This design comes from an exercise in tuning for small area and a short achievable clock period on the open sky130 flow, not from production work. The RTL was checked by simulation tests, not by an equivalence proof against the original design. Power and IR drop assume default switching activity.

$ cat flow/constraint.sdc
create_clock -name core_clock -period 36.0 [get_ports {clk}]
set_input_delay 7.2000 -clock core_clock [delete_from_list [all_inputs] [get_ports {clk}]]
set_output_delay 7.2000 -clock core_clock [all_outputs]
set_load 0.01 [all_outputs]
$ cat flow/standard.sh
#!/bin/bash
# synth_recipe.tcl (not shown) runs the flow's synth.tcl, then flattens the netlist and writes it again
# the make line also repeats each setting of config.mk as NAME=value (left out here)
make -C /OpenROAD-flow-scripts/flow DESIGN_CONFIG=/design/flow/config.mk WORK_HOME=/design/flow/orfs CLKGATE_MAP_FILE= SYNTH_SCRIPT=/design/flow/synth_recipe.tcl "${@:-finish}"
$ cat flow/config.mk
export PLATFORM = sky130hd
export DESIGN_NAME = pipeline_sum
export DESIGN_NICKNAME = pipeline_sum
export VERILOG_FILES = /design/flow/design.v
export SDC_FILE = /design/flow/constraint.sdc
export NUM_CORES = 4
export LEC_CHECK = 0
export ABC_AREA = 1
export CAP_MARGIN = 20
export CORE_MARGIN = 2
export CORE_UTILIZATION = 55
export SLEW_MARGIN = 20
$ cat flow/flow/run.sh
#!/bin/bash
set -euo pipefail
MARGIN=25
bash standard.sh SETUP_SLACK_MARGIN=$MARGIN SETUP_MOVE_SEQUENCE=sizeup,swap SKIP_GATE_CLONING=1 \
  "BUFFER_PORTS_ARGS=-buffer_cell sky130_fd_sc_hd__buf_1" finish > make_finish.log 2>&1
$ cat flow/design.v
module pipeline_sum (
    input clk,
    input [15:0] a, b,
    output [31:0] r
);
  wire [0:0] s0_r15_t = a[15:15];
  wire s0_r15_hz = ~(|b[15:1]);
  wire [1:0] s0_r15_bo;
  assign s0_r15_bo[0] = 1'b0;
  assign s0_r15_bo[1] = (s0_r15_t[0] ^ b[0]) ? b[0] : s0_r15_bo[0];
  wire s0_r15_q = s0_r15_hz & ~s0_r15_bo[1];
  wire [0:0] s0_r15_d;
  assign s0_r15_d[0] = s0_r15_t[0] ^ (s0_r15_q & (b[0] ^ s0_r15_bo[0]));
  wire [15:0] s0_r15_ra = {s0_r15_d, a[14:0]};
  wire [1:0] s0_r14_t = s0_r15_ra[15:14];
  wire s0_r14_hz = ~(|b[15:2]);
  wire [2:0] s0_r14_bo;
  assign s0_r14_bo[0] = 1'b0;
  assign s0_r14_bo[1] = (s0_r14_t[0] ^ b[0]) ? b[0] : s0_r14_bo[0];
  assign s0_r14_bo[2] = (s0_r14_t[1] ^ b[1]) ? b[1] : s0_r14_bo[1];
  wire s0_r14_q = s0_r14_hz & ~s0_r14_bo[2];
  wire [1:0] s0_r14_d;
  assign s0_r14_d[0] = s0_r14_t[0] ^ (s0_r14_q & (b[0] ^ s0_r14_bo[0]));
  assign s0_r14_d[1] = s0_r14_t[1] ^ (s0_r14_q & (b[1] ^ s0_r14_bo[1]));
  wire [15:0] s0_r14_ra = {s0_r14_d, s0_r15_ra[13:0]};
  wire [2:0] s0_r13_t = s0_r14_ra[15:13];
  wire s0_r13_hz = ~(|b[15:3]);
  wire [3:0] s0_r13_bo;
  assign s0_r13_bo[0] = 1'b0;
  assign s0_r13_bo[1] = (s0_r13_t[0] ^ b[0]) ? b[0] : s0_r13_bo[0];
  assign s0_r13_bo[2] = (s0_r13_t[1] ^ b[1]) ? b[1] : s0_r13_bo[1];
  assign s0_r13_bo[3] = (s0_r13_t[2] ^ b[2]) ? b[2] : s0_r13_bo[2];
  wire s0_r13_q = s0_r13_hz & ~s0_r13_bo[3];
  wire [2:0] s0_r13_d;
  assign s0_r13_d[0] = s0_r13_t[0] ^ (s0_r13_q & (b[0] ^ s0_r13_bo[0]));
  assign s0_r13_d[1] = s0_r13_t[1] ^ (s0_r13_q & (b[1] ^ s0_r13_bo[1]));
  assign s0_r13_d[2] = s0_r13_t[2] ^ (s0_r13_q & (b[2] ^ s0_r13_bo[2]));
  wire [15:0] s0_r13_ra = {s0_r13_d, s0_r14_ra[12:0]};
  reg [15:0] ra_c1;
  reg [15:0] bb_c1;
  reg [2:0] ah_c1;
  reg q15_c1;
  reg q14_c1;
  reg q13_c1;
  always_ff @(posedge clk) begin
    ra_c1 <= s0_r13_ra;
    bb_c1 <= b;
    ah_c1 <= a[15:13];
    q15_c1 <= s0_r15_q;
    q14_c1 <= s0_r14_q;
    q13_c1 <= s0_r13_q;
  end
  wire [3:0] s1_r12_t = ra_c1[15:12];
  wire s1_r12_hz = ~(|bb_c1[15:4]);
  wire [4:0] s1_r12_bo;
  assign s1_r12_bo[0] = 1'b0;
  assign s1_r12_bo[1] = (s1_r12_t[0] ^ bb_c1[0]) ? bb_c1[0] : s1_r12_bo[0];
  assign s1_r12_bo[2] = (s1_r12_t[1] ^ bb_c1[1]) ? bb_c1[1] : s1_r12_bo[1];
  assign s1_r12_bo[3] = (s1_r12_t[2] ^ bb_c1[2]) ? bb_c1[2] : s1_r12_bo[2];
  assign s1_r12_bo[4] = (s1_r12_t[3] ^ bb_c1[3]) ? bb_c1[3] : s1_r12_bo[3];
  wire s1_r12_q = s1_r12_hz & ~s1_r12_bo[4];
  wire [3:0] s1_r12_d;
  assign s1_r12_d[0] = s1_r12_t[0] ^ (s1_r12_q & (bb_c1[0] ^ s1_r12_bo[0]));
  assign s1_r12_d[1] = s1_r12_t[1] ^ (s1_r12_q & (bb_c1[1] ^ s1_r12_bo[1]));
  assign s1_r12_d[2] = s1_r12_t[2] ^ (s1_r12_q & (bb_c1[2] ^ s1_r12_bo[2]));
  assign s1_r12_d[3] = s1_r12_t[3] ^ (s1_r12_q & (bb_c1[3] ^ s1_r12_bo[3]));
  wire [15:0] s1_r12_ra = {s1_r12_d, ra_c1[11:0]};
  wire [4:0] s1_r11_t = s1_r12_ra[15:11];
  wire s1_r11_hz = ~(|bb_c1[15:5]);
  wire [5:0] s1_r11_bo;
  assign s1_r11_bo[0] = 1'b0;
  assign s1_r11_bo[1] = (s1_r11_t[0] ^ bb_c1[0]) ? bb_c1[0] : s1_r11_bo[0];
  assign s1_r11_bo[2] = (s1_r11_t[1] ^ bb_c1[1]) ? bb_c1[1] : s1_r11_bo[1];
  assign s1_r11_bo[3] = (s1_r11_t[2] ^ bb_c1[2]) ? bb_c1[2] : s1_r11_bo[2];
  assign s1_r11_bo[4] = (s1_r11_t[3] ^ bb_c1[3]) ? bb_c1[3] : s1_r11_bo[3];
  assign s1_r11_bo[5] = (s1_r11_t[4] ^ bb_c1[4]) ? bb_c1[4] : s1_r11_bo[4];
  wire s1_r11_q = s1_r11_hz & ~s1_r11_bo[5];
  wire [4:0] s1_r11_d;
  assign s1_r11_d[0] = s1_r11_t[0] ^ (s1_r11_q & (bb_c1[0] ^ s1_r11_bo[0]));
  assign s1_r11_d[1] = s1_r11_t[1] ^ (s1_r11_q & (bb_c1[1] ^ s1_r11_bo[1]));
  assign s1_r11_d[2] = s1_r11_t[2] ^ (s1_r11_q & (bb_c1[2] ^ s1_r11_bo[2]));
  assign s1_r11_d[3] = s1_r11_t[3] ^ (s1_r11_q & (bb_c1[3] ^ s1_r11_bo[3]));
  assign s1_r11_d[4] = s1_r11_t[4] ^ (s1_r11_q & (bb_c1[4] ^ s1_r11_bo[4]));
  wire [15:0] s1_r11_ra = {s1_r11_d, s1_r12_ra[10:0]};
  wire [5:0] s1_r10_t = s1_r11_ra[15:10];
  wire s1_r10_hz = ~(|bb_c1[15:6]);
  wire [6:0] s1_r10_bo;
  assign s1_r10_bo[0] = 1'b0;
  assign s1_r10_bo[1] = (s1_r10_t[0] ^ bb_c1[0]) ? bb_c1[0] : s1_r10_bo[0];
  assign s1_r10_bo[2] = (s1_r10_t[1] ^ bb_c1[1]) ? bb_c1[1] : s1_r10_bo[1];
  assign s1_r10_bo[3] = (s1_r10_t[2] ^ bb_c1[2]) ? bb_c1[2] : s1_r10_bo[2];
  assign s1_r10_bo[4] = (s1_r10_t[3] ^ bb_c1[3]) ? bb_c1[3] : s1_r10_bo[3];
  assign s1_r10_bo[5] = (s1_r10_t[4] ^ bb_c1[4]) ? bb_c1[4] : s1_r10_bo[4];
  assign s1_r10_bo[6] = (s1_r10_t[5] ^ bb_c1[5]) ? bb_c1[5] : s1_r10_bo[5];
  wire s1_r10_q = s1_r10_hz & ~s1_r10_bo[6];
  wire [5:0] s1_r10_d;
  assign s1_r10_d[0] = s1_r10_t[0] ^ (s1_r10_q & (bb_c1[0] ^ s1_r10_bo[0]));
  assign s1_r10_d[1] = s1_r10_t[1] ^ (s1_r10_q & (bb_c1[1] ^ s1_r10_bo[1]));
  assign s1_r10_d[2] = s1_r10_t[2] ^ (s1_r10_q & (bb_c1[2] ^ s1_r10_bo[2]));
  assign s1_r10_d[3] = s1_r10_t[3] ^ (s1_r10_q & (bb_c1[3] ^ s1_r10_bo[3]));
  assign s1_r10_d[4] = s1_r10_t[4] ^ (s1_r10_q & (bb_c1[4] ^ s1_r10_bo[4]));
  assign s1_r10_d[5] = s1_r10_t[5] ^ (s1_r10_q & (bb_c1[5] ^ s1_r10_bo[5]));
  wire [15:0] s1_r10_ra = {s1_r10_d, s1_r11_ra[9:0]};
  wire [6:0] s1_r9_t = s1_r10_ra[15:9];
  wire s1_r9_hz = ~(|bb_c1[15:7]);
  wire [7:0] s1_r9_bo;
  assign s1_r9_bo[0] = 1'b0;
  assign s1_r9_bo[1] = (s1_r9_t[0] ^ bb_c1[0]) ? bb_c1[0] : s1_r9_bo[0];
  assign s1_r9_bo[2] = (s1_r9_t[1] ^ bb_c1[1]) ? bb_c1[1] : s1_r9_bo[1];
  assign s1_r9_bo[3] = (s1_r9_t[2] ^ bb_c1[2]) ? bb_c1[2] : s1_r9_bo[2];
  assign s1_r9_bo[4] = (s1_r9_t[3] ^ bb_c1[3]) ? bb_c1[3] : s1_r9_bo[3];
  assign s1_r9_bo[5] = (s1_r9_t[4] ^ bb_c1[4]) ? bb_c1[4] : s1_r9_bo[4];
  assign s1_r9_bo[6] = (s1_r9_t[5] ^ bb_c1[5]) ? bb_c1[5] : s1_r9_bo[5];
  assign s1_r9_bo[7] = (s1_r9_t[6] ^ bb_c1[6]) ? bb_c1[6] : s1_r9_bo[6];
  wire s1_r9_q = s1_r9_hz & ~s1_r9_bo[7];
  wire [6:0] s1_r9_d;
  assign s1_r9_d[0] = s1_r9_t[0] ^ (s1_r9_q & (bb_c1[0] ^ s1_r9_bo[0]));
  assign s1_r9_d[1] = s1_r9_t[1] ^ (s1_r9_q & (bb_c1[1] ^ s1_r9_bo[1]));
  assign s1_r9_d[2] = s1_r9_t[2] ^ (s1_r9_q & (bb_c1[2] ^ s1_r9_bo[2]));
  assign s1_r9_d[3] = s1_r9_t[3] ^ (s1_r9_q & (bb_c1[3] ^ s1_r9_bo[3]));
  assign s1_r9_d[4] = s1_r9_t[4] ^ (s1_r9_q & (bb_c1[4] ^ s1_r9_bo[4]));
  assign s1_r9_d[5] = s1_r9_t[5] ^ (s1_r9_q & (bb_c1[5] ^ s1_r9_bo[5]));
  assign s1_r9_d[6] = s1_r9_t[6] ^ (s1_r9_q & (bb_c1[6] ^ s1_r9_bo[6]));
  wire [15:0] s1_r9_ra = {s1_r9_d, s1_r10_ra[8:0]};
  wire [7:0] s1_r8_t = s1_r9_ra[15:8];
  wire s1_r8_hz = ~(|bb_c1[15:8]);
  wire [8:0] s1_r8_bo;
  assign s1_r8_bo[0] = 1'b0;
  assign s1_r8_bo[1] = (s1_r8_t[0] ^ bb_c1[0]) ? bb_c1[0] : s1_r8_bo[0];
  assign s1_r8_bo[2] = (s1_r8_t[1] ^ bb_c1[1]) ? bb_c1[1] : s1_r8_bo[1];
  assign s1_r8_bo[3] = (s1_r8_t[2] ^ bb_c1[2]) ? bb_c1[2] : s1_r8_bo[2];
  assign s1_r8_bo[4] = (s1_r8_t[3] ^ bb_c1[3]) ? bb_c1[3] : s1_r8_bo[3];
  assign s1_r8_bo[5] = (s1_r8_t[4] ^ bb_c1[4]) ? bb_c1[4] : s1_r8_bo[4];
  assign s1_r8_bo[6] = (s1_r8_t[5] ^ bb_c1[5]) ? bb_c1[5] : s1_r8_bo[5];
  assign s1_r8_bo[7] = (s1_r8_t[6] ^ bb_c1[6]) ? bb_c1[6] : s1_r8_bo[6];
  assign s1_r8_bo[8] = (s1_r8_t[7] ^ bb_c1[7]) ? bb_c1[7] : s1_r8_bo[7];
  wire s1_r8_q = s1_r8_hz & ~s1_r8_bo[8];
  wire [7:0] s1_r8_d;
  assign s1_r8_d[0] = s1_r8_t[0] ^ (s1_r8_q & (bb_c1[0] ^ s1_r8_bo[0]));
  assign s1_r8_d[1] = s1_r8_t[1] ^ (s1_r8_q & (bb_c1[1] ^ s1_r8_bo[1]));
  assign s1_r8_d[2] = s1_r8_t[2] ^ (s1_r8_q & (bb_c1[2] ^ s1_r8_bo[2]));
  assign s1_r8_d[3] = s1_r8_t[3] ^ (s1_r8_q & (bb_c1[3] ^ s1_r8_bo[3]));
  assign s1_r8_d[4] = s1_r8_t[4] ^ (s1_r8_q & (bb_c1[4] ^ s1_r8_bo[4]));
  assign s1_r8_d[5] = s1_r8_t[5] ^ (s1_r8_q & (bb_c1[5] ^ s1_r8_bo[5]));
  assign s1_r8_d[6] = s1_r8_t[6] ^ (s1_r8_q & (bb_c1[6] ^ s1_r8_bo[6]));
  assign s1_r8_d[7] = s1_r8_t[7] ^ (s1_r8_q & (bb_c1[7] ^ s1_r8_bo[7]));
  wire [15:0] s1_r8_ra = {s1_r8_d, s1_r9_ra[7:0]};
  wire [8:0] s1_r7_t = s1_r8_ra[15:7];
  wire s1_r7_hz = ~(|bb_c1[15:9]);
  wire [9:0] s1_r7_bo;
  assign s1_r7_bo[0] = 1'b0;
  assign s1_r7_bo[1] = (s1_r7_t[0] ^ bb_c1[0]) ? bb_c1[0] : s1_r7_bo[0];
  assign s1_r7_bo[2] = (s1_r7_t[1] ^ bb_c1[1]) ? bb_c1[1] : s1_r7_bo[1];
  assign s1_r7_bo[3] = (s1_r7_t[2] ^ bb_c1[2]) ? bb_c1[2] : s1_r7_bo[2];
  assign s1_r7_bo[4] = (s1_r7_t[3] ^ bb_c1[3]) ? bb_c1[3] : s1_r7_bo[3];
  assign s1_r7_bo[5] = (s1_r7_t[4] ^ bb_c1[4]) ? bb_c1[4] : s1_r7_bo[4];
  assign s1_r7_bo[6] = (s1_r7_t[5] ^ bb_c1[5]) ? bb_c1[5] : s1_r7_bo[5];
  assign s1_r7_bo[7] = (s1_r7_t[6] ^ bb_c1[6]) ? bb_c1[6] : s1_r7_bo[6];
  assign s1_r7_bo[8] = (s1_r7_t[7] ^ bb_c1[7]) ? bb_c1[7] : s1_r7_bo[7];
  assign s1_r7_bo[9] = (s1_r7_t[8] ^ bb_c1[8]) ? bb_c1[8] : s1_r7_bo[8];
  wire s1_r7_q = s1_r7_hz & ~s1_r7_bo[9];
  wire [8:0] s1_r7_d;
  assign s1_r7_d[0] = s1_r7_t[0] ^ (s1_r7_q & (bb_c1[0] ^ s1_r7_bo[0]));
  assign s1_r7_d[1] = s1_r7_t[1] ^ (s1_r7_q & (bb_c1[1] ^ s1_r7_bo[1]));
  assign s1_r7_d[2] = s1_r7_t[2] ^ (s1_r7_q & (bb_c1[2] ^ s1_r7_bo[2]));
  assign s1_r7_d[3] = s1_r7_t[3] ^ (s1_r7_q & (bb_c1[3] ^ s1_r7_bo[3]));
  assign s1_r7_d[4] = s1_r7_t[4] ^ (s1_r7_q & (bb_c1[4] ^ s1_r7_bo[4]));
  assign s1_r7_d[5] = s1_r7_t[5] ^ (s1_r7_q & (bb_c1[5] ^ s1_r7_bo[5]));
  assign s1_r7_d[6] = s1_r7_t[6] ^ (s1_r7_q & (bb_c1[6] ^ s1_r7_bo[6]));
  assign s1_r7_d[7] = s1_r7_t[7] ^ (s1_r7_q & (bb_c1[7] ^ s1_r7_bo[7]));
  assign s1_r7_d[8] = s1_r7_t[8] ^ (s1_r7_q & (bb_c1[8] ^ s1_r7_bo[8]));
  wire [15:0] s1_r7_ra = {s1_r7_d, s1_r8_ra[6:0]};
  wire [9:0] s1_r6_t = s1_r7_ra[15:6];
  wire s1_r6_hz = ~(|bb_c1[15:10]);
  wire [10:0] s1_r6_bo;
  assign s1_r6_bo[0] = 1'b0;
  assign s1_r6_bo[1] = (s1_r6_t[0] ^ bb_c1[0]) ? bb_c1[0] : s1_r6_bo[0];
  assign s1_r6_bo[2] = (s1_r6_t[1] ^ bb_c1[1]) ? bb_c1[1] : s1_r6_bo[1];
  assign s1_r6_bo[3] = (s1_r6_t[2] ^ bb_c1[2]) ? bb_c1[2] : s1_r6_bo[2];
  assign s1_r6_bo[4] = (s1_r6_t[3] ^ bb_c1[3]) ? bb_c1[3] : s1_r6_bo[3];
  assign s1_r6_bo[5] = (s1_r6_t[4] ^ bb_c1[4]) ? bb_c1[4] : s1_r6_bo[4];
  assign s1_r6_bo[6] = (s1_r6_t[5] ^ bb_c1[5]) ? bb_c1[5] : s1_r6_bo[5];
  assign s1_r6_bo[7] = (s1_r6_t[6] ^ bb_c1[6]) ? bb_c1[6] : s1_r6_bo[6];
  assign s1_r6_bo[8] = (s1_r6_t[7] ^ bb_c1[7]) ? bb_c1[7] : s1_r6_bo[7];
  assign s1_r6_bo[9] = (s1_r6_t[8] ^ bb_c1[8]) ? bb_c1[8] : s1_r6_bo[8];
  assign s1_r6_bo[10] = (s1_r6_t[9] ^ bb_c1[9]) ? bb_c1[9] : s1_r6_bo[9];
  wire s1_r6_q = s1_r6_hz & ~s1_r6_bo[10];
  wire [9:0] s1_r6_d;
  assign s1_r6_d[0] = s1_r6_t[0] ^ (s1_r6_q & (bb_c1[0] ^ s1_r6_bo[0]));
  assign s1_r6_d[1] = s1_r6_t[1] ^ (s1_r6_q & (bb_c1[1] ^ s1_r6_bo[1]));
  assign s1_r6_d[2] = s1_r6_t[2] ^ (s1_r6_q & (bb_c1[2] ^ s1_r6_bo[2]));
  assign s1_r6_d[3] = s1_r6_t[3] ^ (s1_r6_q & (bb_c1[3] ^ s1_r6_bo[3]));
  assign s1_r6_d[4] = s1_r6_t[4] ^ (s1_r6_q & (bb_c1[4] ^ s1_r6_bo[4]));
  assign s1_r6_d[5] = s1_r6_t[5] ^ (s1_r6_q & (bb_c1[5] ^ s1_r6_bo[5]));
  assign s1_r6_d[6] = s1_r6_t[6] ^ (s1_r6_q & (bb_c1[6] ^ s1_r6_bo[6]));
  assign s1_r6_d[7] = s1_r6_t[7] ^ (s1_r6_q & (bb_c1[7] ^ s1_r6_bo[7]));
  assign s1_r6_d[8] = s1_r6_t[8] ^ (s1_r6_q & (bb_c1[8] ^ s1_r6_bo[8]));
  assign s1_r6_d[9] = s1_r6_t[9] ^ (s1_r6_q & (bb_c1[9] ^ s1_r6_bo[9]));
  wire [15:0] s1_r6_ra = {s1_r6_d, s1_r7_ra[5:0]};
  reg [15:0] ra_c2;
  reg [15:0] bb_c2;
  reg [9:0] ah_c2;
  reg q15_c2;
  reg q14_c2;
  reg q13_c2;
  reg q12_c2;
  reg q11_c2;
  reg q10_c2;
  reg q9_c2;
  reg q8_c2;
  reg q7_c2;
  reg q6_c2;
  always_ff @(posedge clk) begin
    ra_c2 <= s1_r6_ra;
    bb_c2 <= bb_c1;
    ah_c2 <= {ah_c1, ra_c1[12:6]};
    q15_c2 <= q15_c1;
    q14_c2 <= q14_c1;
    q13_c2 <= q13_c1;
    q12_c2 <= s1_r12_q;
    q11_c2 <= s1_r11_q;
    q10_c2 <= s1_r10_q;
    q9_c2 <= s1_r9_q;
    q8_c2 <= s1_r8_q;
    q7_c2 <= s1_r7_q;
    q6_c2 <= s1_r6_q;
  end
  wire [15:0] xa = {ah_c2, ra_c2[5:0]};
  wire [15:0] sh = (bb_c2[15:4] == 12'd0) ? (xa << bb_c2[3:0]) : 16'd0;
  wire [17:0] xs = {2'b0, xa | bb_c2} + {2'b0, xa ^ bb_c2} + {2'b0, sh};
  wire [17:0] ym2 = xs + {1'b0, 1'b0, q15_c2, q14_c2, q13_c2, q12_c2, q11_c2, q10_c2, q9_c2, q8_c2, q7_c2, q6_c2, 1'b0, 1'b0, 1'b0, 1'b0, 1'b0, 1'b0};
  wire [10:0] s2_r5_t = ra_c2[15:5];
  wire s2_r5_hz = ~(|bb_c2[15:11]);
  wire [11:0] s2_r5_bo;
  assign s2_r5_bo[0] = 1'b0;
  assign s2_r5_bo[1] = (s2_r5_t[0] ^ bb_c2[0]) ? bb_c2[0] : s2_r5_bo[0];
  assign s2_r5_bo[2] = (s2_r5_t[1] ^ bb_c2[1]) ? bb_c2[1] : s2_r5_bo[1];
  assign s2_r5_bo[3] = (s2_r5_t[2] ^ bb_c2[2]) ? bb_c2[2] : s2_r5_bo[2];
  assign s2_r5_bo[4] = (s2_r5_t[3] ^ bb_c2[3]) ? bb_c2[3] : s2_r5_bo[3];
  assign s2_r5_bo[5] = (s2_r5_t[4] ^ bb_c2[4]) ? bb_c2[4] : s2_r5_bo[4];
  assign s2_r5_bo[6] = (s2_r5_t[5] ^ bb_c2[5]) ? bb_c2[5] : s2_r5_bo[5];
  assign s2_r5_bo[7] = (s2_r5_t[6] ^ bb_c2[6]) ? bb_c2[6] : s2_r5_bo[6];
  assign s2_r5_bo[8] = (s2_r5_t[7] ^ bb_c2[7]) ? bb_c2[7] : s2_r5_bo[7];
  assign s2_r5_bo[9] = (s2_r5_t[8] ^ bb_c2[8]) ? bb_c2[8] : s2_r5_bo[8];
  assign s2_r5_bo[10] = (s2_r5_t[9] ^ bb_c2[9]) ? bb_c2[9] : s2_r5_bo[9];
  assign s2_r5_bo[11] = (s2_r5_t[10] ^ bb_c2[10]) ? bb_c2[10] : s2_r5_bo[10];
  wire s2_r5_q = s2_r5_hz & ~s2_r5_bo[11];
  wire [10:0] s2_r5_d;
  assign s2_r5_d[0] = s2_r5_t[0] ^ (s2_r5_q & (bb_c2[0] ^ s2_r5_bo[0]));
  assign s2_r5_d[1] = s2_r5_t[1] ^ (s2_r5_q & (bb_c2[1] ^ s2_r5_bo[1]));
  assign s2_r5_d[2] = s2_r5_t[2] ^ (s2_r5_q & (bb_c2[2] ^ s2_r5_bo[2]));
  assign s2_r5_d[3] = s2_r5_t[3] ^ (s2_r5_q & (bb_c2[3] ^ s2_r5_bo[3]));
  assign s2_r5_d[4] = s2_r5_t[4] ^ (s2_r5_q & (bb_c2[4] ^ s2_r5_bo[4]));
  assign s2_r5_d[5] = s2_r5_t[5] ^ (s2_r5_q & (bb_c2[5] ^ s2_r5_bo[5]));
  assign s2_r5_d[6] = s2_r5_t[6] ^ (s2_r5_q & (bb_c2[6] ^ s2_r5_bo[6]));
  assign s2_r5_d[7] = s2_r5_t[7] ^ (s2_r5_q & (bb_c2[7] ^ s2_r5_bo[7]));
  assign s2_r5_d[8] = s2_r5_t[8] ^ (s2_r5_q & (bb_c2[8] ^ s2_r5_bo[8]));
  assign s2_r5_d[9] = s2_r5_t[9] ^ (s2_r5_q & (bb_c2[9] ^ s2_r5_bo[9]));
  assign s2_r5_d[10] = s2_r5_t[10] ^ (s2_r5_q & (bb_c2[10] ^ s2_r5_bo[10]));
  wire [15:0] s2_r5_ra = {s2_r5_d, ra_c2[4:0]};
  wire [11:0] s2_r4_t = s2_r5_ra[15:4];
  wire s2_r4_hz = ~(|bb_c2[15:12]);
  wire [12:0] s2_r4_bo;
  assign s2_r4_bo[0] = 1'b0;
  assign s2_r4_bo[1] = (s2_r4_t[0] ^ bb_c2[0]) ? bb_c2[0] : s2_r4_bo[0];
  assign s2_r4_bo[2] = (s2_r4_t[1] ^ bb_c2[1]) ? bb_c2[1] : s2_r4_bo[1];
  assign s2_r4_bo[3] = (s2_r4_t[2] ^ bb_c2[2]) ? bb_c2[2] : s2_r4_bo[2];
  assign s2_r4_bo[4] = (s2_r4_t[3] ^ bb_c2[3]) ? bb_c2[3] : s2_r4_bo[3];
  assign s2_r4_bo[5] = (s2_r4_t[4] ^ bb_c2[4]) ? bb_c2[4] : s2_r4_bo[4];
  assign s2_r4_bo[6] = (s2_r4_t[5] ^ bb_c2[5]) ? bb_c2[5] : s2_r4_bo[5];
  assign s2_r4_bo[7] = (s2_r4_t[6] ^ bb_c2[6]) ? bb_c2[6] : s2_r4_bo[6];
  assign s2_r4_bo[8] = (s2_r4_t[7] ^ bb_c2[7]) ? bb_c2[7] : s2_r4_bo[7];
  assign s2_r4_bo[9] = (s2_r4_t[8] ^ bb_c2[8]) ? bb_c2[8] : s2_r4_bo[8];
  assign s2_r4_bo[10] = (s2_r4_t[9] ^ bb_c2[9]) ? bb_c2[9] : s2_r4_bo[9];
  assign s2_r4_bo[11] = (s2_r4_t[10] ^ bb_c2[10]) ? bb_c2[10] : s2_r4_bo[10];
  assign s2_r4_bo[12] = (s2_r4_t[11] ^ bb_c2[11]) ? bb_c2[11] : s2_r4_bo[11];
  wire s2_r4_q = s2_r4_hz & ~s2_r4_bo[12];
  wire [11:0] s2_r4_d;
  assign s2_r4_d[0] = s2_r4_t[0] ^ (s2_r4_q & (bb_c2[0] ^ s2_r4_bo[0]));
  assign s2_r4_d[1] = s2_r4_t[1] ^ (s2_r4_q & (bb_c2[1] ^ s2_r4_bo[1]));
  assign s2_r4_d[2] = s2_r4_t[2] ^ (s2_r4_q & (bb_c2[2] ^ s2_r4_bo[2]));
  assign s2_r4_d[3] = s2_r4_t[3] ^ (s2_r4_q & (bb_c2[3] ^ s2_r4_bo[3]));
  assign s2_r4_d[4] = s2_r4_t[4] ^ (s2_r4_q & (bb_c2[4] ^ s2_r4_bo[4]));
  assign s2_r4_d[5] = s2_r4_t[5] ^ (s2_r4_q & (bb_c2[5] ^ s2_r4_bo[5]));
  assign s2_r4_d[6] = s2_r4_t[6] ^ (s2_r4_q & (bb_c2[6] ^ s2_r4_bo[6]));
  assign s2_r4_d[7] = s2_r4_t[7] ^ (s2_r4_q & (bb_c2[7] ^ s2_r4_bo[7]));
  assign s2_r4_d[8] = s2_r4_t[8] ^ (s2_r4_q & (bb_c2[8] ^ s2_r4_bo[8]));
  assign s2_r4_d[9] = s2_r4_t[9] ^ (s2_r4_q & (bb_c2[9] ^ s2_r4_bo[9]));
  assign s2_r4_d[10] = s2_r4_t[10] ^ (s2_r4_q & (bb_c2[10] ^ s2_r4_bo[10]));
  assign s2_r4_d[11] = s2_r4_t[11] ^ (s2_r4_q & (bb_c2[11] ^ s2_r4_bo[11]));
  wire [15:0] s2_r4_ra = {s2_r4_d, s2_r5_ra[3:0]};
  wire [12:0] s2_r3_t = s2_r4_ra[15:3];
  wire s2_r3_hz = ~(|bb_c2[15:13]);
  wire [13:0] s2_r3_bo;
  assign s2_r3_bo[0] = 1'b0;
  assign s2_r3_bo[1] = (s2_r3_t[0] ^ bb_c2[0]) ? bb_c2[0] : s2_r3_bo[0];
  assign s2_r3_bo[2] = (s2_r3_t[1] ^ bb_c2[1]) ? bb_c2[1] : s2_r3_bo[1];
  assign s2_r3_bo[3] = (s2_r3_t[2] ^ bb_c2[2]) ? bb_c2[2] : s2_r3_bo[2];
  assign s2_r3_bo[4] = (s2_r3_t[3] ^ bb_c2[3]) ? bb_c2[3] : s2_r3_bo[3];
  assign s2_r3_bo[5] = (s2_r3_t[4] ^ bb_c2[4]) ? bb_c2[4] : s2_r3_bo[4];
  assign s2_r3_bo[6] = (s2_r3_t[5] ^ bb_c2[5]) ? bb_c2[5] : s2_r3_bo[5];
  assign s2_r3_bo[7] = (s2_r3_t[6] ^ bb_c2[6]) ? bb_c2[6] : s2_r3_bo[6];
  assign s2_r3_bo[8] = (s2_r3_t[7] ^ bb_c2[7]) ? bb_c2[7] : s2_r3_bo[7];
  assign s2_r3_bo[9] = (s2_r3_t[8] ^ bb_c2[8]) ? bb_c2[8] : s2_r3_bo[8];
  assign s2_r3_bo[10] = (s2_r3_t[9] ^ bb_c2[9]) ? bb_c2[9] : s2_r3_bo[9];
  assign s2_r3_bo[11] = (s2_r3_t[10] ^ bb_c2[10]) ? bb_c2[10] : s2_r3_bo[10];
  assign s2_r3_bo[12] = (s2_r3_t[11] ^ bb_c2[11]) ? bb_c2[11] : s2_r3_bo[11];
  assign s2_r3_bo[13] = (s2_r3_t[12] ^ bb_c2[12]) ? bb_c2[12] : s2_r3_bo[12];
  wire s2_r3_q = s2_r3_hz & ~s2_r3_bo[13];
  wire [12:0] s2_r3_d;
  assign s2_r3_d[0] = s2_r3_t[0] ^ (s2_r3_q & (bb_c2[0] ^ s2_r3_bo[0]));
  assign s2_r3_d[1] = s2_r3_t[1] ^ (s2_r3_q & (bb_c2[1] ^ s2_r3_bo[1]));
  assign s2_r3_d[2] = s2_r3_t[2] ^ (s2_r3_q & (bb_c2[2] ^ s2_r3_bo[2]));
  assign s2_r3_d[3] = s2_r3_t[3] ^ (s2_r3_q & (bb_c2[3] ^ s2_r3_bo[3]));
  assign s2_r3_d[4] = s2_r3_t[4] ^ (s2_r3_q & (bb_c2[4] ^ s2_r3_bo[4]));
  assign s2_r3_d[5] = s2_r3_t[5] ^ (s2_r3_q & (bb_c2[5] ^ s2_r3_bo[5]));
  assign s2_r3_d[6] = s2_r3_t[6] ^ (s2_r3_q & (bb_c2[6] ^ s2_r3_bo[6]));
  assign s2_r3_d[7] = s2_r3_t[7] ^ (s2_r3_q & (bb_c2[7] ^ s2_r3_bo[7]));
  assign s2_r3_d[8] = s2_r3_t[8] ^ (s2_r3_q & (bb_c2[8] ^ s2_r3_bo[8]));
  assign s2_r3_d[9] = s2_r3_t[9] ^ (s2_r3_q & (bb_c2[9] ^ s2_r3_bo[9]));
  assign s2_r3_d[10] = s2_r3_t[10] ^ (s2_r3_q & (bb_c2[10] ^ s2_r3_bo[10]));
  assign s2_r3_d[11] = s2_r3_t[11] ^ (s2_r3_q & (bb_c2[11] ^ s2_r3_bo[11]));
  assign s2_r3_d[12] = s2_r3_t[12] ^ (s2_r3_q & (bb_c2[12] ^ s2_r3_bo[12]));
  wire [15:0] s2_r3_ra = {s2_r3_d, s2_r4_ra[2:0]};
  wire [13:0] s2_r2_t = s2_r3_ra[15:2];
  wire s2_r2_hz = ~(|bb_c2[15:14]);
  wire [14:0] s2_r2_bo;
  assign s2_r2_bo[0] = 1'b0;
  assign s2_r2_bo[1] = (s2_r2_t[0] ^ bb_c2[0]) ? bb_c2[0] : s2_r2_bo[0];
  assign s2_r2_bo[2] = (s2_r2_t[1] ^ bb_c2[1]) ? bb_c2[1] : s2_r2_bo[1];
  assign s2_r2_bo[3] = (s2_r2_t[2] ^ bb_c2[2]) ? bb_c2[2] : s2_r2_bo[2];
  assign s2_r2_bo[4] = (s2_r2_t[3] ^ bb_c2[3]) ? bb_c2[3] : s2_r2_bo[3];
  assign s2_r2_bo[5] = (s2_r2_t[4] ^ bb_c2[4]) ? bb_c2[4] : s2_r2_bo[4];
  assign s2_r2_bo[6] = (s2_r2_t[5] ^ bb_c2[5]) ? bb_c2[5] : s2_r2_bo[5];
  assign s2_r2_bo[7] = (s2_r2_t[6] ^ bb_c2[6]) ? bb_c2[6] : s2_r2_bo[6];
  assign s2_r2_bo[8] = (s2_r2_t[7] ^ bb_c2[7]) ? bb_c2[7] : s2_r2_bo[7];
  assign s2_r2_bo[9] = (s2_r2_t[8] ^ bb_c2[8]) ? bb_c2[8] : s2_r2_bo[8];
  assign s2_r2_bo[10] = (s2_r2_t[9] ^ bb_c2[9]) ? bb_c2[9] : s2_r2_bo[9];
  assign s2_r2_bo[11] = (s2_r2_t[10] ^ bb_c2[10]) ? bb_c2[10] : s2_r2_bo[10];
  assign s2_r2_bo[12] = (s2_r2_t[11] ^ bb_c2[11]) ? bb_c2[11] : s2_r2_bo[11];
  assign s2_r2_bo[13] = (s2_r2_t[12] ^ bb_c2[12]) ? bb_c2[12] : s2_r2_bo[12];
  assign s2_r2_bo[14] = (s2_r2_t[13] ^ bb_c2[13]) ? bb_c2[13] : s2_r2_bo[13];
  wire s2_r2_q = s2_r2_hz & ~s2_r2_bo[14];
  wire [13:0] s2_r2_d;
  assign s2_r2_d[0] = s2_r2_t[0] ^ (s2_r2_q & (bb_c2[0] ^ s2_r2_bo[0]));
  assign s2_r2_d[1] = s2_r2_t[1] ^ (s2_r2_q & (bb_c2[1] ^ s2_r2_bo[1]));
  assign s2_r2_d[2] = s2_r2_t[2] ^ (s2_r2_q & (bb_c2[2] ^ s2_r2_bo[2]));
  assign s2_r2_d[3] = s2_r2_t[3] ^ (s2_r2_q & (bb_c2[3] ^ s2_r2_bo[3]));
  assign s2_r2_d[4] = s2_r2_t[4] ^ (s2_r2_q & (bb_c2[4] ^ s2_r2_bo[4]));
  assign s2_r2_d[5] = s2_r2_t[5] ^ (s2_r2_q & (bb_c2[5] ^ s2_r2_bo[5]));
  assign s2_r2_d[6] = s2_r2_t[6] ^ (s2_r2_q & (bb_c2[6] ^ s2_r2_bo[6]));
  assign s2_r2_d[7] = s2_r2_t[7] ^ (s2_r2_q & (bb_c2[7] ^ s2_r2_bo[7]));
  assign s2_r2_d[8] = s2_r2_t[8] ^ (s2_r2_q & (bb_c2[8] ^ s2_r2_bo[8]));
  assign s2_r2_d[9] = s2_r2_t[9] ^ (s2_r2_q & (bb_c2[9] ^ s2_r2_bo[9]));
  assign s2_r2_d[10] = s2_r2_t[10] ^ (s2_r2_q & (bb_c2[10] ^ s2_r2_bo[10]));
  assign s2_r2_d[11] = s2_r2_t[11] ^ (s2_r2_q & (bb_c2[11] ^ s2_r2_bo[11]));
  assign s2_r2_d[12] = s2_r2_t[12] ^ (s2_r2_q & (bb_c2[12] ^ s2_r2_bo[12]));
  assign s2_r2_d[13] = s2_r2_t[13] ^ (s2_r2_q & (bb_c2[13] ^ s2_r2_bo[13]));
  wire [15:0] s2_r2_ra = {s2_r2_d, s2_r3_ra[1:0]};
  wire [15:0] s2_x4_t = s2_r2_ra;
  wire [17:0] s2_x4_b1 = {2'b0, bb_c2};
  wire [17:0] s2_x4_b2 = {1'b0, bb_c2, 1'b0};
  wire [17:0] s2_x4_b3 = s2_x4_b1 + s2_x4_b2;
  wire [16:0] s2_x4_c1;
  assign s2_x4_c1[0] = 1'b0;
  assign s2_x4_c1[1] = (s2_x4_t[0] ^ s2_x4_b1[0]) ? s2_x4_b1[0] : s2_x4_c1[0];
  assign s2_x4_c1[2] = (s2_x4_t[1] ^ s2_x4_b1[1]) ? s2_x4_b1[1] : s2_x4_c1[1];
  assign s2_x4_c1[3] = (s2_x4_t[2] ^ s2_x4_b1[2]) ? s2_x4_b1[2] : s2_x4_c1[2];
  assign s2_x4_c1[4] = (s2_x4_t[3] ^ s2_x4_b1[3]) ? s2_x4_b1[3] : s2_x4_c1[3];
  assign s2_x4_c1[5] = (s2_x4_t[4] ^ s2_x4_b1[4]) ? s2_x4_b1[4] : s2_x4_c1[4];
  assign s2_x4_c1[6] = (s2_x4_t[5] ^ s2_x4_b1[5]) ? s2_x4_b1[5] : s2_x4_c1[5];
  assign s2_x4_c1[7] = (s2_x4_t[6] ^ s2_x4_b1[6]) ? s2_x4_b1[6] : s2_x4_c1[6];
  assign s2_x4_c1[8] = (s2_x4_t[7] ^ s2_x4_b1[7]) ? s2_x4_b1[7] : s2_x4_c1[7];
  assign s2_x4_c1[9] = (s2_x4_t[8] ^ s2_x4_b1[8]) ? s2_x4_b1[8] : s2_x4_c1[8];
  assign s2_x4_c1[10] = (s2_x4_t[9] ^ s2_x4_b1[9]) ? s2_x4_b1[9] : s2_x4_c1[9];
  assign s2_x4_c1[11] = (s2_x4_t[10] ^ s2_x4_b1[10]) ? s2_x4_b1[10] : s2_x4_c1[10];
  assign s2_x4_c1[12] = (s2_x4_t[11] ^ s2_x4_b1[11]) ? s2_x4_b1[11] : s2_x4_c1[11];
  assign s2_x4_c1[13] = (s2_x4_t[12] ^ s2_x4_b1[12]) ? s2_x4_b1[12] : s2_x4_c1[12];
  assign s2_x4_c1[14] = (s2_x4_t[13] ^ s2_x4_b1[13]) ? s2_x4_b1[13] : s2_x4_c1[13];
  assign s2_x4_c1[15] = (s2_x4_t[14] ^ s2_x4_b1[14]) ? s2_x4_b1[14] : s2_x4_c1[14];
  assign s2_x4_c1[16] = (s2_x4_t[15] ^ s2_x4_b1[15]) ? s2_x4_b1[15] : s2_x4_c1[15];
  wire s2_x4_ge1 = ~(|s2_x4_b1[17:16]) & ~s2_x4_c1[16];
  wire [16:0] s2_x4_c2;
  assign s2_x4_c2[0] = 1'b0;
  assign s2_x4_c2[1] = (s2_x4_t[0] ^ s2_x4_b2[0]) ? s2_x4_b2[0] : s2_x4_c2[0];
  assign s2_x4_c2[2] = (s2_x4_t[1] ^ s2_x4_b2[1]) ? s2_x4_b2[1] : s2_x4_c2[1];
  assign s2_x4_c2[3] = (s2_x4_t[2] ^ s2_x4_b2[2]) ? s2_x4_b2[2] : s2_x4_c2[2];
  assign s2_x4_c2[4] = (s2_x4_t[3] ^ s2_x4_b2[3]) ? s2_x4_b2[3] : s2_x4_c2[3];
  assign s2_x4_c2[5] = (s2_x4_t[4] ^ s2_x4_b2[4]) ? s2_x4_b2[4] : s2_x4_c2[4];
  assign s2_x4_c2[6] = (s2_x4_t[5] ^ s2_x4_b2[5]) ? s2_x4_b2[5] : s2_x4_c2[5];
  assign s2_x4_c2[7] = (s2_x4_t[6] ^ s2_x4_b2[6]) ? s2_x4_b2[6] : s2_x4_c2[6];
  assign s2_x4_c2[8] = (s2_x4_t[7] ^ s2_x4_b2[7]) ? s2_x4_b2[7] : s2_x4_c2[7];
  assign s2_x4_c2[9] = (s2_x4_t[8] ^ s2_x4_b2[8]) ? s2_x4_b2[8] : s2_x4_c2[8];
  assign s2_x4_c2[10] = (s2_x4_t[9] ^ s2_x4_b2[9]) ? s2_x4_b2[9] : s2_x4_c2[9];
  assign s2_x4_c2[11] = (s2_x4_t[10] ^ s2_x4_b2[10]) ? s2_x4_b2[10] : s2_x4_c2[10];
  assign s2_x4_c2[12] = (s2_x4_t[11] ^ s2_x4_b2[11]) ? s2_x4_b2[11] : s2_x4_c2[11];
  assign s2_x4_c2[13] = (s2_x4_t[12] ^ s2_x4_b2[12]) ? s2_x4_b2[12] : s2_x4_c2[12];
  assign s2_x4_c2[14] = (s2_x4_t[13] ^ s2_x4_b2[13]) ? s2_x4_b2[13] : s2_x4_c2[13];
  assign s2_x4_c2[15] = (s2_x4_t[14] ^ s2_x4_b2[14]) ? s2_x4_b2[14] : s2_x4_c2[14];
  assign s2_x4_c2[16] = (s2_x4_t[15] ^ s2_x4_b2[15]) ? s2_x4_b2[15] : s2_x4_c2[15];
  wire s2_x4_ge2 = ~(|s2_x4_b2[17:16]) & ~s2_x4_c2[16];
  wire [16:0] s2_x4_c3;
  assign s2_x4_c3[0] = 1'b0;
  assign s2_x4_c3[1] = (s2_x4_t[0] ^ s2_x4_b3[0]) ? s2_x4_b3[0] : s2_x4_c3[0];
  assign s2_x4_c3[2] = (s2_x4_t[1] ^ s2_x4_b3[1]) ? s2_x4_b3[1] : s2_x4_c3[1];
  assign s2_x4_c3[3] = (s2_x4_t[2] ^ s2_x4_b3[2]) ? s2_x4_b3[2] : s2_x4_c3[2];
  assign s2_x4_c3[4] = (s2_x4_t[3] ^ s2_x4_b3[3]) ? s2_x4_b3[3] : s2_x4_c3[3];
  assign s2_x4_c3[5] = (s2_x4_t[4] ^ s2_x4_b3[4]) ? s2_x4_b3[4] : s2_x4_c3[4];
  assign s2_x4_c3[6] = (s2_x4_t[5] ^ s2_x4_b3[5]) ? s2_x4_b3[5] : s2_x4_c3[5];
  assign s2_x4_c3[7] = (s2_x4_t[6] ^ s2_x4_b3[6]) ? s2_x4_b3[6] : s2_x4_c3[6];
  assign s2_x4_c3[8] = (s2_x4_t[7] ^ s2_x4_b3[7]) ? s2_x4_b3[7] : s2_x4_c3[7];
  assign s2_x4_c3[9] = (s2_x4_t[8] ^ s2_x4_b3[8]) ? s2_x4_b3[8] : s2_x4_c3[8];
  assign s2_x4_c3[10] = (s2_x4_t[9] ^ s2_x4_b3[9]) ? s2_x4_b3[9] : s2_x4_c3[9];
  assign s2_x4_c3[11] = (s2_x4_t[10] ^ s2_x4_b3[10]) ? s2_x4_b3[10] : s2_x4_c3[10];
  assign s2_x4_c3[12] = (s2_x4_t[11] ^ s2_x4_b3[11]) ? s2_x4_b3[11] : s2_x4_c3[11];
  assign s2_x4_c3[13] = (s2_x4_t[12] ^ s2_x4_b3[12]) ? s2_x4_b3[12] : s2_x4_c3[12];
  assign s2_x4_c3[14] = (s2_x4_t[13] ^ s2_x4_b3[13]) ? s2_x4_b3[13] : s2_x4_c3[13];
  assign s2_x4_c3[15] = (s2_x4_t[14] ^ s2_x4_b3[14]) ? s2_x4_b3[14] : s2_x4_c3[14];
  assign s2_x4_c3[16] = (s2_x4_t[15] ^ s2_x4_b3[15]) ? s2_x4_b3[15] : s2_x4_c3[15];
  wire s2_x4_ge3 = ~(|s2_x4_b3[17:16]) & ~s2_x4_c3[16];
  wire s2_x4_q1 = s2_x4_ge2;
  wire s2_x4_q0 = s2_x4_q1 ? s2_x4_ge3 : s2_x4_ge1;
  wire [6:0] ml = {1'b0, ym2[5:0]} + {1'b0, s2_r5_q, s2_r4_q, s2_r3_q, s2_r2_q, 1'b0, 1'b0};
  wire lc1 = ml[0] & s2_x4_q0;
  wire lc2 = (ml[1] & s2_x4_q1) | ((ml[1] | s2_x4_q1) & lc1);
  wire [6:0] lo7;
  assign lo7[0] = ml[0] ^ s2_x4_q0;
  assign lo7[1] = ml[1] ^ s2_x4_q1 ^ lc1;
  assign lo7[2] = ml[2] ^ (lc2 & (1'b1));
  assign lo7[3] = ml[3] ^ (lc2 & (&ml[2:2]));
  assign lo7[4] = ml[4] ^ (lc2 & (&ml[3:2]));
  assign lo7[5] = ml[5] ^ (lc2 & (&ml[4:2]));
  assign lo7[6] = ml[6] ^ (lc2 & (&ml[5:2]));
  wire [11:0] h0 = ym2[17:6];
  reg [6:0] lo_c3;
  reg [11:0] hi_c3;
  always_ff @(posedge clk) begin
    lo_c3 <= lo7;
    hi_c3 <= h0;
  end
  wire [11:0] hs = hi_c3 + {11'd0, lo_c3[6]};
  assign r = {14'd0, hs, lo_c3[5:0]};
endmodule
==> impl_metrics.json, run 1 <==
{
  "globalplace.congestion": 0.910,
  "clockBufferDepth": 2,
  "cts_made_buffers": 9,
  "cts_num_sinks": 109,
  "dr_total_vias": 10700,
  "power_frac_clock_pct": 23.9,
  "cp.arrival_ns": 10.20,
  "dominant_synthesized_flop_cell": "dfxtp_1",
  "share_of_post_route_cells_with_drive_strength_above_1_pct": 10.3,
  "cts.reportedPaths.clkPinSlew_ns": 0.08,
  "start_kind": "register",
  "ys_seq_area_share_pct": 19.0,
  "detailedRoute.firstPassIterationCount": 5,
  "r2r-end": "lo_c3[6]",
  "number_of_port_buffers": 50,
  "post_synth_most_frequent_cells": "nand2_1 (506), inv_1 (276), nand3_1 (180), dfxtp_1 (109), xor2_1 (100)",
  "ys_async_sr_fraction_pct": 0,
  "core_area_um2": 20400,
  "postPlaceCellArea_um2": 11800,
  "yosysTopAreaCellShare_pct": 19.0,
  "fin_worst_hold_slack_ns": 0.330,
  "timing.critical_path.required_ns": 36.23,
  "worst-r2r-cell-count": 95,
  "post-route-drc-count": 0,
  "reg2reg_slack_ns": 26.03,
  "slew_violations": 0,
  "critical_path_class": "register to register",
  "critPathSlowestCell": "a21boi_4",
  "clkLatencyLatePin_ns": 0.36,
  "antenna-diode-count": 0,
  "maxClockFrequency_ghz": 0.100,
  "worst_r2r_startpoint": "bb_c2[1]",
  "ys_warn_count": 1,
  "post_syn_area_um2": 11500,
  "critical_path.endpoint": "lo_c3[6]",
  "clock_tree_from_tritoncts": "done",
  "detailedPlacementHpwl_um": 23200,
  "overflow": 0,
  "total_non_filler_cell_area_in_the_finished_layout_um2": 12300,
  "timing_hold_violations_final": 0,
  "worst_margin_pin_slew_ns": 0.657,
  "grt_setup_unrepaired": "no",
  "cts-resized-gates": 0,
  "die_width_um": 149,
  "outcome": "complete, no violations",
  "grt_pass1_wl_um": 46300,
  "seqPwrFrac_pct": 34.7,
  "dieArea_um2": 22100,
  "comb_power_share_pct": 41.3,
  "post-route-period-util_pct": 27.7,
  "detail_route.vias_per_cell": 5.15,
  "clock-skew-final_ns": 0.0110,
  "gr-usage-all-layers_pct": 26.2,
  "max-vdd-ir-drop_uv": 22.2,
  "flip_flop_and_latch_count_after_synthesis": 109,
  "netlist_instances": 1778,
  "yosys.cell_types.count": 59,
  "post_cts_setup_bufs": 0,
  "min-delay-path-class": "register to register",
  "avgSynthCellArea_um2": 6.46,
  "antenna_found_initial": 0,
  "tns_ns": 0,
  "worst_setup_path_end_kind": "register",
  "power.leakage_nw": 6.56,
  "clockRootBuffer": "clkbuf_16",
  "timing.critical_path.slowest_cell_delay_ns": 0.40,
  "starting_utilization_of_the_core_area_pct": 56.4,
  "max-slew-margin-rel_pct": 56.1,
  "chipHeight_um": 149,
  "period_needed_ns": 9.97,
  "ys_top_cells_by_area": "dfxtp_1 (19%), nand2_1 (17%), inv_1 (9.0%)",
  "postCtsHoldBufs": 0,
  "power.net_switching_uw": 177,
  "final_nets": 1928,
  "finalSetupViolations": 0,
  "first_global_vias": 9824,
  "internal_power_component_uw": 251,
  "timing.max_cap.violations": 0,
  "dr.first_iter.drc_count": 544,
  "ratio_of_total_power_to_cell_area_nw_per_um2": 34.7,
  "setup.worst_path.start": "bb_c2[1]",
  "worst_slack_ns": 26.03,
  "yosys.area.top_type": "dfxtp_1",
  "top_level_ports": 65,
  "totalWireLength_um": 28700,
  "postRouteAntennaNets": 0,
  "number_of_synthesized_flops_with_an_enable_pin": 0,
  "yosys.cell_count.top_type": "nand2_1",
  "post-place-ws_ns": 25.11,
  "rows": 52,
  "timing.critical_path.mode_cell": "nand2_1",
  "cts_max_level": 3,
  "drt-wirelength-per-cell_um": 13.8,
  "switching_share_pct": 41.4,
  "largest_net_degree_at_the_start_of_global_routing": 32,
  "critical_path.max_fanout": 26,
  "layout_area_overhead_pct": 7.44
}
## worst min path at each step
| stage | cells past startpoint | startpoint | slack (ns) | end |
|---|---|---|---|---|
| final | 0 | ah_c1[0] | 0.33 | ah_c2[7] |
| after global routing | 0 | q14_c1 | 0.34 | q14_c2 |
| after global placement | 0 | ra_c1[2] | 0.31 | ra_c2[2] |
| after CTS | 0 | ah_c1[0] | 0.32 | ah_c2[7] |
| after floorplan | 0 | ah_c1[0] | 0.31 | ah_c2[7] |
| after detailed placement | 0 | ra_c1[1] | 0.31 | ra_c2[1] |
## area by class of cell
type,count,area [um^2]
multi-input cells,1310,8070
fillers,2003,8030
flip-flops and latches,109,2190
inverters,312,1190
well taps,270,338
repair buffers,53,243
clock buffers,9,225
clock inverters,7,80.1
## metal layers
layer	wire, um	share of wire, %	vias to the layer above	GRT usage [%]
li1	-	-	5561	-
met1	12400	43	4869	32.2
met2	14000	49	189	46.5
met3	1130	4.0	46	3.04
met4	1070	3.7	0	10.9
met5	0	0	-	0
## power by group through the flow
stage | registers (mW) | logic, mW | clock network (mW)
after floorplan | 0.146 | 0.142 | 0
after global placement | 0.151 | 0.170 | 0
after detailed placement | 0.151 | 0.172 | 0
after CTS | 0.148 | 0.173 | 0.105
after global routing | 0.151 | 0.201 | 0.109
final | 0.149 | 0.177 | 0.103
## flip-flops by register name (all words and copies together) (netlist names)
name,cells
q14_c2,1
q9_c2,1
hi_c3,12
q12_c2,1
lo_c3,7
q14_c1,1
q13_c1,1
q11_c2,1
ra_c1,16
q10_c2,1
q8_c2,1
bb_c2,16
bb_c1,16
q15_c2,1
ra_c2,16
q13_c2,1
ah_c1,3
q7_c2,1
q6_c2,1
q15_c1,1
ah_c2,10
## cells in the final DEF, fill, tap and decap left out, types with 8 or more instances in the layout
cell type and n:
o21ai_0 68, clkbuf_16 9, nor2_1 59, nand2_4 13, nand2_1 495, xor2_1 93, clkinv_1 11, dfxtp_1 105
nand2_2 48, or2_2 13, conb_1 14, a21oi_1 57, xor2_2 11, fa_1 28, inv_1 274, o22ai_1 18
xnor2_1 23, o21bai_1 8, ha_1 71, inv_2 21, nand4_1 27, buf_1 50, nand3_2 23, nand3_1 169
## worst max-delay path: cells and delay by family, from the launching register on
family | cells | cell delay (ns)
xor+xnor | 3 | 0.54
flops | 1 | 0.36
fa+ha+maj | 2 | 0.36
buf+inv | 6 | 0.67
simple gates | 80 | 6.91
compound gates | 4 | 0.94
## per-stage QoR
stage | utilization, % | std cells | power [mW]
floorplan | - | 1791 | 0.287
global placement | 57.8 | 2054 | 0.321
detailed placement | 57.8 | 2054 | 0.324
CTS | 59.3 | 2070 | 0.427
global route | 60.6 | 2070 | 0.461
finish | 60.6 | 2070 | 0.428
## cell families (layout without fill, tap and decap cells)
| family | after synthesis | after routing | share of synthesized area [%] |
|---|---|---|---|
| other cells | 1 | 14 | 0.0327 |
| simple gates | 877 | 877 | 34.6 |
| compound gates | 180 | 180 | 9.05 |
| buf+inv | 372 | 381 | 13.0 |
| mux | 2 | 2 | 0.174 |
| xor+xnor | 136 | 136 | 11.2 |
| fa+ha+maj | 101 | 101 | 12.9 |
| flops | 109 | 109 | 19.0 |
==> run 2: changes to the inputs <==
==> flow/flow/run.sh (replaced) <==
#!/bin/bash
# Own layout flow: the standard ORFS flow (standard.sh, unchanged synthesis),
# with the timing repair steps asked to reach a setup slack of SETUP_SLACK_MARGIN
# ns (against the design's own clock and constraints) using gate sizing and pin
# swaps only, so that the few high-fanout drivers on the critical paths are sized
# for their real wire load.
set -euo pipefail
MARGIN=25
bash standard.sh SETUP_SLACK_MARGIN=$MARGIN SETUP_MOVE_SEQUENCE=sizeup,swap SKIP_GATE_CLONING=1 finish > make_finish.log 2>&1
==> run 2 against run 1 <==
  * Still clean on timing, DRC and antenna
  * Largest power group unchanged
  * Sequential cell count unchanged
  * Cell count did not move
  * Critical endpoint is now lo_c3[5]
  * Maximum frequency down 0.11%
  * Sequential share of layout area shrank 0.47 points
  * Largest cell class unchanged
==> impl_metrics.json, run 2 <==
{
  "netlist_instances": 1778,
  "antenna-diode-count": 0,
  "rows": 52,
  "grt_setup_unrepaired": "no",
  "fin_worst_hold_slack_ns": 0.326,
  "period_needed_ns": 9.98,
  "comb_power_share_pct": 43.4,
  "outcome": "complete, no violations",
  "post-route-period-util_pct": 27.7,
  "yosys.cell_types.count": 59,
  "starting_utilization_of_the_core_area_pct": 56.4,
  "largest_net_degree_at_the_start_of_global_routing": 32,
  "globalplace.congestion": 0.910,
  "cts_made_buffers": 9,
  "switching_share_pct": 40.2,
  "gr-usage-all-layers_pct": 26.9,
  "number_of_synthesized_flops_with_an_enable_pin": 0,
  "ys_async_sr_fraction_pct": 0,
  "clockRootBuffer": "clkbuf_16",
  "post-route-drc-count": 0,
  "totalWireLength_um": 29000,
  "setup.worst_path.start": "bb_c2[3]",
  "power.leakage_nw": 6.69,
  "clock-skew-final_ns": 0.0123,
  "maxClockFrequency_ghz": 0.100,
  "layout_area_overhead_pct": 10.2,
  "ys_top_cells_by_area": "dfxtp_1 (19%), nand2_1 (17%), inv_1 (9.0%)",
  "postPlaceCellArea_um2": 12100,
  "dr.first_iter.drc_count": 475,
  "flip_flop_and_latch_count_after_synthesis": 109,
  "clkLatencyLatePin_ns": 0.37,
  "clockBufferDepth": 2,
  "clock_tree_from_tritoncts": "done",
  "start_kind": "register",
  "total_non_filler_cell_area_in_the_finished_layout_um2": 12700,
  "ys_warn_count": 1,
  "first_global_vias": 9978,
  "post_syn_area_um2": 11500,
  "yosys.area.top_type": "dfxtp_1",
  "ratio_of_total_power_to_cell_area_nw_per_um2": 35.1,
  "post-place-ws_ns": 25.27,
  "timing.critical_path.slowest_cell_delay_ns": 0.59,
  "overflow": 0,
  "tns_ns": 0,
  "worst_r2r_startpoint": "bb_c2[3]",
  "cts_num_sinks": 109,
  "detail_route.vias_per_cell": 5.17,
  "hold_path.startpoint": "q15_c1",
  "postRouteAntennaNets": 0,
  "timing.critical_path.mode_cell": "nand2_1",
  "critPathSlowestCell": "dfxtp_2",
  "avgSynthCellArea_um2": 6.46,
  "most-common-layout-cells": "nand2_1 (495), inv_1 (274), nand3_1 (171)",
  "core_area_um2": 20400,
  "layout.cells.most_common": "nand2_1",
  "finalSetupViolations": 0,
  "max-slew-margin-rel_pct": 55.6,
  "number_of_port_buffers": 50,
  "share_of_post_route_cells_with_drive_strength_above_1_pct": 10.1,
  "die_width_um": 149,
  "postCtsHoldBufs": 0,
  "ys_seq_area_share_pct": 19.0,
  "min-delay-path-class": "register to register",
  "worst_margin_pin_slew_ns": 0.665,
  "timing_hold_violations_final": 0,
  "seqPwrFrac_pct": 33.5,
  "dieArea_um2": 22100,
  "final_nets": 1928,
  "detailedRoute.firstPassIterationCount": 5,
  "yosysTopAreaCellShare_pct": 19.0,
  "power_frac_clock_pct": 23.1,
  "critical_path.max_fanout": 15,
  "antenna_found_initial": 0,
  "critical_path_class": "register to register",
  "worst_slack_ns": 26.02,
  "slew_violations": 0,
  "top_level_ports": 65,
  "cp.arrival_ns": 10.22,
  "detailedPlacementHpwl_um": 23400,
  "post_synth_most_frequent_cells": "nand2_1 (506), inv_1 (276), nand3_1 (180), dfxtp_1 (109), xor2_1 (100)",
  "yosys.cell_count.top_type": "nand2_1",
  "max-vdd-ir-drop_uv": 25.9,
  "chipHeight_um": 149,
  "timing.critical_path.required_ns": 36.24,
  "dr_total_vias": 10700,
  "internal_power_component_uw": 266,
  "power.net_switching_uw": 179,
  "dominant_synthesized_flop_cell": "dfxtp_1",
  "cts.reportedPaths.clkPinSlew_ns": 0.08,
  "drt-wirelength-per-cell_um": 14.0,
  "grt_pass1_wl_um": 47600,
  "cts_max_level": 3,
  "worst_setup_path_end_kind": "register",
  "timing.max_cap.violations": 0
}
-- run 2: metrics by stage --
step                      util [%]  instances  power, mW
after floorplan                  -       1791      0.287
after global placement        59.3       2054      0.337
after detailed placement      59.3       2054      0.338
after CTS                     60.8       2070      0.441
after global routing          62.2       2070      0.478
final                         62.2       2070      0.444
-- run 2: power groups by stage --
stage | clock network (mW) | logic, mW | registers, mW
floorplan | 0 | 0.142 | 0.146
global placement | 0 | 0.185 | 0.151
detailed placement | 0 | 0.187 | 0.151
CTS | 0.104 | 0.188 | 0.149
global route | 0.109 | 0.218 | 0.151
finish | 0.103 | 0.193 | 0.149
-- run 2: worst max-delay path, delay by kind of cell, from the launching register on --
family,cells,cell delay (ns)
and+or+nand+nor,84,7.76
DFF,1,0.59
adders and majority gates,2,0.57
xor gates and xnor gates,3,0.53
buffers and inverters,4,0.39
-- run 2: final timing paths --
path,cells past startpoint,to,slack [ns]
max reg2reg,93,lo_c3[5],26.02
min reg2reg,0,q15_c2,0.33
min,0,q15_c2,0.33
max,93,lo_c3[5],26.02
-- run 2: cell type report --
type                       count  area (um^2)
inverter                     312         1200
timing repair buffer          53          556
clock inverter                 7         75.1
multi-input combinational   1310         8080
sequential                   109         2180
tap                          270          338
fill                        2017         7700
clock buffer                   9          225
-- run 2: what timing repair did --
action | CTS | global route
buffers inserted | 0 | 0
setup endpoints to repair | 0 | 7
gates resized for setup | 0 | 66
-- run 2: metal layers --
layer  vias to the layer above  routed length, um  GRT usage [%]
met5                         -                  0              0
met3                        52               1220           3.34
met2                       225              14200           48.5
met1                      4865              12700           33.0
li1                       5565                  -              -
met4                         0                872           9.19
-- run 2: logic make-up (layout without fill, tap and decap cells) --
family | count (synthesis) | in the layout | synth area share, %
buffers and inverters | 372 | 381 | 13.0
AOI/OAI and AO/OA | 180 | 180 | 9.05
xor gates and xnor gates | 136 | 136 | 11.2
muxes | 2 | 2 | 0.174
adders and majority gates | 101 | 101 | 12.9
DFF | 109 | 109 | 19.0
other | 1 | 14 | 0.0327
and+or+nand+nor | 877 | 877 | 34.6

## separate check: timing with driven ports
In the flow no input, the clock included, has a driving cell. The finished layouts below were timed again as built, in two steps. Step 1: set_driving_cell puts a clkbuf_16 on clk and a buf_2 on each other input, an assumption about the parent block. Step 2, shift: input delay + t, output delay - t, t = (earliest + latest rising clock arrival at the registers) / 2. This alone moves slack from input paths to output paths. Three values: ideal ports, drivers, drivers and shift; two values: the first two.
run	t (ns)	setup slack, ns	hold slack, ns	slew at the worst register clock pin (ns)
run 1	0.406	26.034 / 26.034 / 26.034	0.330 / 0.330 / 0.330	0.09 / 0.09
run 2	0.412	26.023 / 26.023 / 25.757	0.326 / 0.326 / 0.326	0.09 / 0.09
After both steps setup and hold are still met in every run listed. The setup slack of run 2, which loses most, moves by 0.000 ns with the drivers and by -0.266 ns with both steps.
